This is an optimization exercise on Yosys and OpenROAD, whose aim is small area, a short achievable clock period and few clock cycles per item, not a production implementation.
In this exercise RTL edits were held to simulation tests only and were not proved equivalent to the original.
No activity file was given, so power comes from the tool's default toggle rates.

## wip/xenon
Design unsigned_to_bcd, start of the top module:
module unsigned_to_bcd (
        input  logic clk,
        input  logic reset,           
        input  logic trigger,         
        input  logic [31:0] in,       
        output logic idle,            
        output logic [31:0] bcd       
    );
For scale: about 680 cells after synthesis, ~68 I/O pins, ~3600 sq um of cells after synthesis.
Settings: LEC_CHECK=0, ABC_AREA=1, CAP_MARGIN=20, CORE_MARGIN=2, CORE_UTILIZATION=40, CTS_BUF_LIST=sky130_fd_sc_hd__clkbuf_16, CTS_CLUSTER_DIAMETER=500, CTS_CLUSTER_SIZE=50, SETUP_SLACK_MARGIN=2.9, SLEW_MARGIN=20, SYNTH_HIERARCHICAL=1, SYNTH_MINIMUM_KEEP_SIZE=0; clock period 5.0 ns.
standard.sh (not shown) runs the stock make flow with config.mk's settings and CLKGATE_MAP_FILE= SYNTH_SCRIPT=/design/flow/synth_recipe.tcl, a recipe that flattens the netlist after the stock synthesis.
==> flow/flow/run.sh <==
#!/bin/bash
# Standard ORFS layout, with plain buffers (instead of the default delay
# buffers) on the input and output ports.
export BUFFER_PORTS_ARGS="-buffer_cell sky130_fd_sc_hd__buf_2"
bash standard.sh > standard.log 2>&1
Testbench counts of wip/xenon, summed over its fixed seeds: cycles 128,008, items 16,000.
#### Input delta (wip/nickel over wip/xenon)
Settings: CTS_CLUSTER_SIZE removed (was 50); CTS_CLUSTER_DIAMETER removed (was 500); CTS_BUF_LIST removed (was sky130_fd_sc_hd__clkbuf_16).
--- outcome ---
- Upper clock frequency limit, wip/xenon and wip/nickel: higher on wip/xenon
- Sort wip/xenon and wip/nickel by worst setup slack asc -> top: wip/nickel
- In the tables for wip/xenon and wip/nickel, clock tree buffer count of the final layout reads lower with wip/xenon.
- Register share of the cell area ended up 0.35 points higher on wip/nickel than on wip/xenon.
Setup changes, wip/nickel to wip/raven
Settings: swapping 2.9 for 3.1 in SETUP_SLACK_MARGIN.
--- outcome ---
- wip/raven vs wip/nickel, number of nets in the finished design went up by 0.51%.
- Looking at highest-delay cell along the critical path, the sky130_fd_sc_hd__dfxtp_2 result is from wip/raven; the sky130_fd_sc_hd__dfxtp_1 one comes from wip/nickel.
- Of the two values seen for capture point of the worst path, bcd[24] was produced by wip/nickel and bcd[1] by wip/raven.
- Between wip/raven and wip/nickel, the wire length on met2 is higher for wip/raven.
- Taking wip/nickel as the reference, in wip/raven multi-input combinational cell area increased 220 sq um, sum of net half-perimeters after detailed placement picked up an extra about 1.3%, via-per-instance ratio now larger.
- Diff wip/nickel -> wip/raven | area taken by flip-flops and latches | up by a few percent
- | tightest slew margin relative to the limit | lower: wip/raven |

* * *

The RTL this note starts from:
==> flow/design.v <==
module dd_cell (
        input  logic [3:0] s,
        output logic       c,
        output logic [2:0] m
    );
	assign c    = s[3] | (s[2] & (s[1] | s[0]));
	assign m[2] = (s[2] & ~s[1] & ~s[0]) | (s[3] & s[0]);
	assign m[1] = (s[1] & (~s[2] | s[0])) | (s[3] & ~s[0]);
	assign m[0] = (~s[3] & ~s[2] & s[0]) | (s[2] & s[1] & ~s[0]) | (s[3] & ~s[0]);
endmodule
module dd_cell_top (
        input  logic [3:0] s,
        output logic [2:0] m
    );
	assign m[2] = (s[2] & ~s[1] & ~s[0]) | (s[3] & s[0]);
	assign m[1] = (s[1] & (~s[2] | s[0])) | (s[3] & ~s[0]);
	assign m[0] = (~s[3] & ~s[2] & s[0]) | (s[2] & s[1] & ~s[0]) | (s[3] & ~s[0]);
endmodule
module dd_cell_3 (
        input  logic [2:0] s,
        output logic       c,
        output logic [2:0] m
    );
	assign c    = s[2] & (s[1] | s[0]);
	assign m[2] = s[2] & ~s[1] & ~s[0];
	assign m[1] = s[1] & (~s[2] | s[0]);
	assign m[0] = (~s[2] & s[0]) | (s[2] & s[1] & ~s[0]);
endmodule
module acc_bit (
        input  logic a,       
        input  logic st,      
        input  logic hold,    
        input  logic busy,    
        output logic d
    );
	assign d = (a & hold) | (st & busy);
endmodule
module unsigned_to_bcd (
        input  logic clk,
        input  logic reset,           
        input  logic trigger,         
        input  logic [31:0] in,       
        output logic idle,            
        output logic [31:0] bcd       
    );
	localparam int K  = 4;                  
	localparam int L  = 4;                  
	localparam int NS = (32 - L) / K;       
	logic [31:0]   acc;
	logic [K-1:0]  chunk;
	logic [2:0]    cnt;             
	logic          idle_q;
	assign idle = idle_q;
	assign bcd  = acc;
	logic go, hold, busy;
	assign go   = trigger & idle_q;
	assign hold = idle_q & ~trigger;
	assign busy = ~idle_q;
	logic [3:0] s  [0:K][0:7];
	logic       cy [0:K-1][0:7];
	logic [2:0] mm [0:K-1][0:7];
	for (genvar d = 0; d < 8; d++) begin : g_in
		assign s[0][d] = acc[4*d +: 4];
	end
	for (genvar j = 0; j < K; j++) begin : g_step
		for (genvar d = 0; d < 8; d++) begin : g_dig
			if (d == 7) begin : g_top
				dd_cell_top u_cell (.s(s[j][d]), .m(mm[j][d]));
				assign cy[j][d] = 1'b0;    
			end else begin : g_cell
				dd_cell u_cell (.s(s[j][d]), .c(cy[j][d]), .m(mm[j][d]));
			end
			if (d == 0) begin : g_lsd
				assign s[j+1][d] = {mm[j][d], chunk[K-1-j]};
			end else begin : g_msd
				assign s[j+1][d] = {mm[j][d], cy[j][d-1]};
			end
		end
	end
	logic [31:0] st;
	for (genvar d = 0; d < 8; d++) begin : g_st
		assign st[4*d +: 4] = s[K][d];
	end
	logic       ld_c;
	logic [2:0] ld_m;
	dd_cell_3 u_load (.s(in[31:29]), .c(ld_c), .m(ld_m));
	logic [7:0] ld;
	assign ld = {3'b000, ld_c, ld_m, in[28]};
	logic [31:0] acc_d;
	for (genvar b = 0; b < 32; b++) begin : g_acc
		logic t;
		acc_bit u_bit (.a(acc[b]), .st(st[b]), .hold(hold), .busy(busy), .d(t));
		if (b < 8) begin : g_ld
			assign acc_d[b] = t | (go & ld[b]);
		end else begin : g_nold
			assign acc_d[b] = t;
		end
	end
	localparam logic [2:0] S_IDLE = 3'b001;
	logic [2:0] st_next;
	logic       last;
	assign st_next = {cnt[1:0], cnt[2] ^ cnt[1]};
	assign last    = (cnt == S_IDLE);
	logic [K-1:0] chunk_sel;
	always_comb begin
		case (cnt)
			3'b001:  chunk_sel = in[27:24];
			3'b010:  chunk_sel = in[23:20];
			3'b101:  chunk_sel = in[19:16];
			3'b011:  chunk_sel = in[15:12];
			3'b111:  chunk_sel = in[11:8];
			3'b110:  chunk_sel = in[7:4];
			default: chunk_sel = in[3:0];
		endcase
	end
	always_ff @(posedge clk) begin
		acc   <= acc_d;
		chunk <= chunk_sel;
		if (reset) begin
			idle_q <= 1'b1;
			cnt    <= S_IDLE;
		end else begin
			if (go)
				idle_q <= 1'b0;
			else if (busy && last)
				idle_q <= 1'b1;
			if (go || (busy && !last))
				cnt <= st_next;
		end
	end
endmodule
clock: 5.0 ns
lec_check: 0
abc_area: 1
cap_margin: 20
core_margin: 2
core_utilization: 40
setup_slack_margin: 3.0
slew_margin: 20
synth_hierarchical: 1
synth_minimum_keep_size: 0
==> flow/flow/run.sh <==
#!/bin/bash
# Standard ORFS layout, with plain buffers (instead of the default delay
# buffers) on the input and output ports.
export BUFFER_PORTS_ARGS="-buffer_cell sky130_fd_sc_hd__buf_1"
bash standard.sh > standard.log 2>&1
Testbench counts at the start, summed over its fixed seeds: cycles 128,008, items 16,000.
==> next run, changes <==
Settings changed: SETUP_SLACK_MARGIN 3.0 to 2.9.
=> Final area went down by 2.0%; via count goes down by 1.2%; combinational power decreases by about 3%; die area stays the same; routed wire length is lower by 2.1%.

* * *

Starts from the design.v that is shown in full above.
export LEC_CHECK = 0
export ABC_AREA = 1
export CAP_MARGIN = 20
export CORE_MARGIN = 2
export CORE_UTILIZATION = 40
export SETUP_SLACK_MARGIN = 2.9
export SLEW_MARGIN = 20
export SYNTH_HIERARCHICAL = 1
export SYNTH_MINIMUM_KEEP_SIZE = 0
create_clock -name core_clock -period 5.0 [get_ports {clk}]
==> flow/flow/run.sh <==
#!/bin/bash
# Standard ORFS layout (standard.sh), except for the port buffers:
# buf_1 on the inputs and buf_2 on the outputs, instead of the default
# delay buffers. The ORFS output goes to standard.log in this folder.
export PRE_GLOBAL_PLACE_TCL="$PWD/flow/buffer_outputs.tcl"
export BUFFER_PORTS_ARGS="-inputs -buffer_cell sky130_fd_sc_hd__buf_1"
bash standard.sh > standard.log 2>&1
==> flow/flow/buffer_outputs.tcl <==
# Runs just before global placement's own port buffering (which is limited
# to the inputs by BUFFER_PORTS_ARGS): buffer every output port.
buffer_ports -outputs -buffer_cell sky130_fd_sc_hd__buf_2
The baseline finished clean.
Testbench counts at the start, summed over its fixed seeds: cycles 128,008, items 16,000.
==> next run, changes <==
==> flow/flow/run.sh (replaced) <==
#!/bin/bash
# Standard ORFS layout, with plain buffers (instead of the default delay
# buffers) on the input and output ports.
export BUFFER_PORTS_ARGS="-buffer_cell sky130_fd_sc_hd__buf_2"
bash standard.sh > standard.log 2>&1
removed: flow/flow/buffer_outputs.tcl
Worst setup slack gains 0.049 ns.
Flip-flop and latch count does not change.
Routed wire length went down by 1.6%.
==> next run, changes <==
Settings changed: CORE_UTILIZATION 40 to 60.
Effect: Maximum frequency is lower by 1.4%. Worst setup slack degrades by 0.027 ns. Synthesized cell count does not change. Hold slack improved by 0.0072 ns. Power increases by 2.1%. Global-route usage went up by 7.1 points. Wire length shrinks by about 2.5%. Area after synthesis stays the same. Design area decreases by 0.75%. Sequential share of layout area is higher by 0.15 points.
==> next run, changes <==
==> flow/flow/run.sh (replaced) <==
#!/bin/bash
# Standard ORFS layout, with plain buffers (instead of the default delay
# buffers) on the input and output ports.
export BUFFER_PORTS_ARGS="-buffer_cell sky130_fd_sc_hd__buf_1"
bash standard.sh > standard.log 2>&1
Settings changed: CORE_UTILIZATION 60 to 40, SETUP_SLACK_MARGIN 2.9 to 2.8.
Outcome: Synthesized area stays the same; final area fell slightly; wire length rose slightly; critical path depth rose by 11; first-iteration DRC count rose by a little under a tenth; worst setup slack loses 0.029 ns; combinational power fell by a few percent.

static timing again, ports no longer ideal:
Ports are ideal in the flow. The routed layouts listed here were re-timed in OpenROAD. Step 1 sets driving cells, clkbuf_16 on the clock port and buf_2 on the other inputs (assumed; they add their load-dependent delay and slew). Step 2 also shifts input and output timing later by t, the mid clock arrival at the registers, as if the neighbouring blocks saw the same clock. Slacks: ideal / step 1 / step 2; pairs: ideal / step 1.
run | shift t [ns] | slack for setup (ns) | pins driven straight from the clock port
wip/xenon | 0.308 | 3.093 / 3.060 / 3.118 | 1
wip/nickel | 0.314 | 3.070 / 3.042 / 3.105 | 1
wip/raven | 0.320 | 3.145 / 3.113 / 3.007 | 1
the first run of note 2 | 0.323 | 3.070 / 3.038 / 3.082 | 1
the second run of note 2 | 0.321 | 3.061 / 3.029 / 3.080 | 1
the first run of note 3 | 0.314 | 3.040 / 3.040 / 3.040 | 1
the second run of note 3 | 0.314 | 3.089 / 3.061 / 3.018 | 1
the third run of note 3 | 0.318 | 3.061 / 3.034 / 3.079 | 1
the fourth run of note 3 | 0.322 | 3.032 / 3.032 / 3.032 | 1
After both steps every run listed still meets setup and hold. The setup slack of wip/raven, which loses most, moves by -0.032 ns with the drivers and by -0.138 ns with both steps.
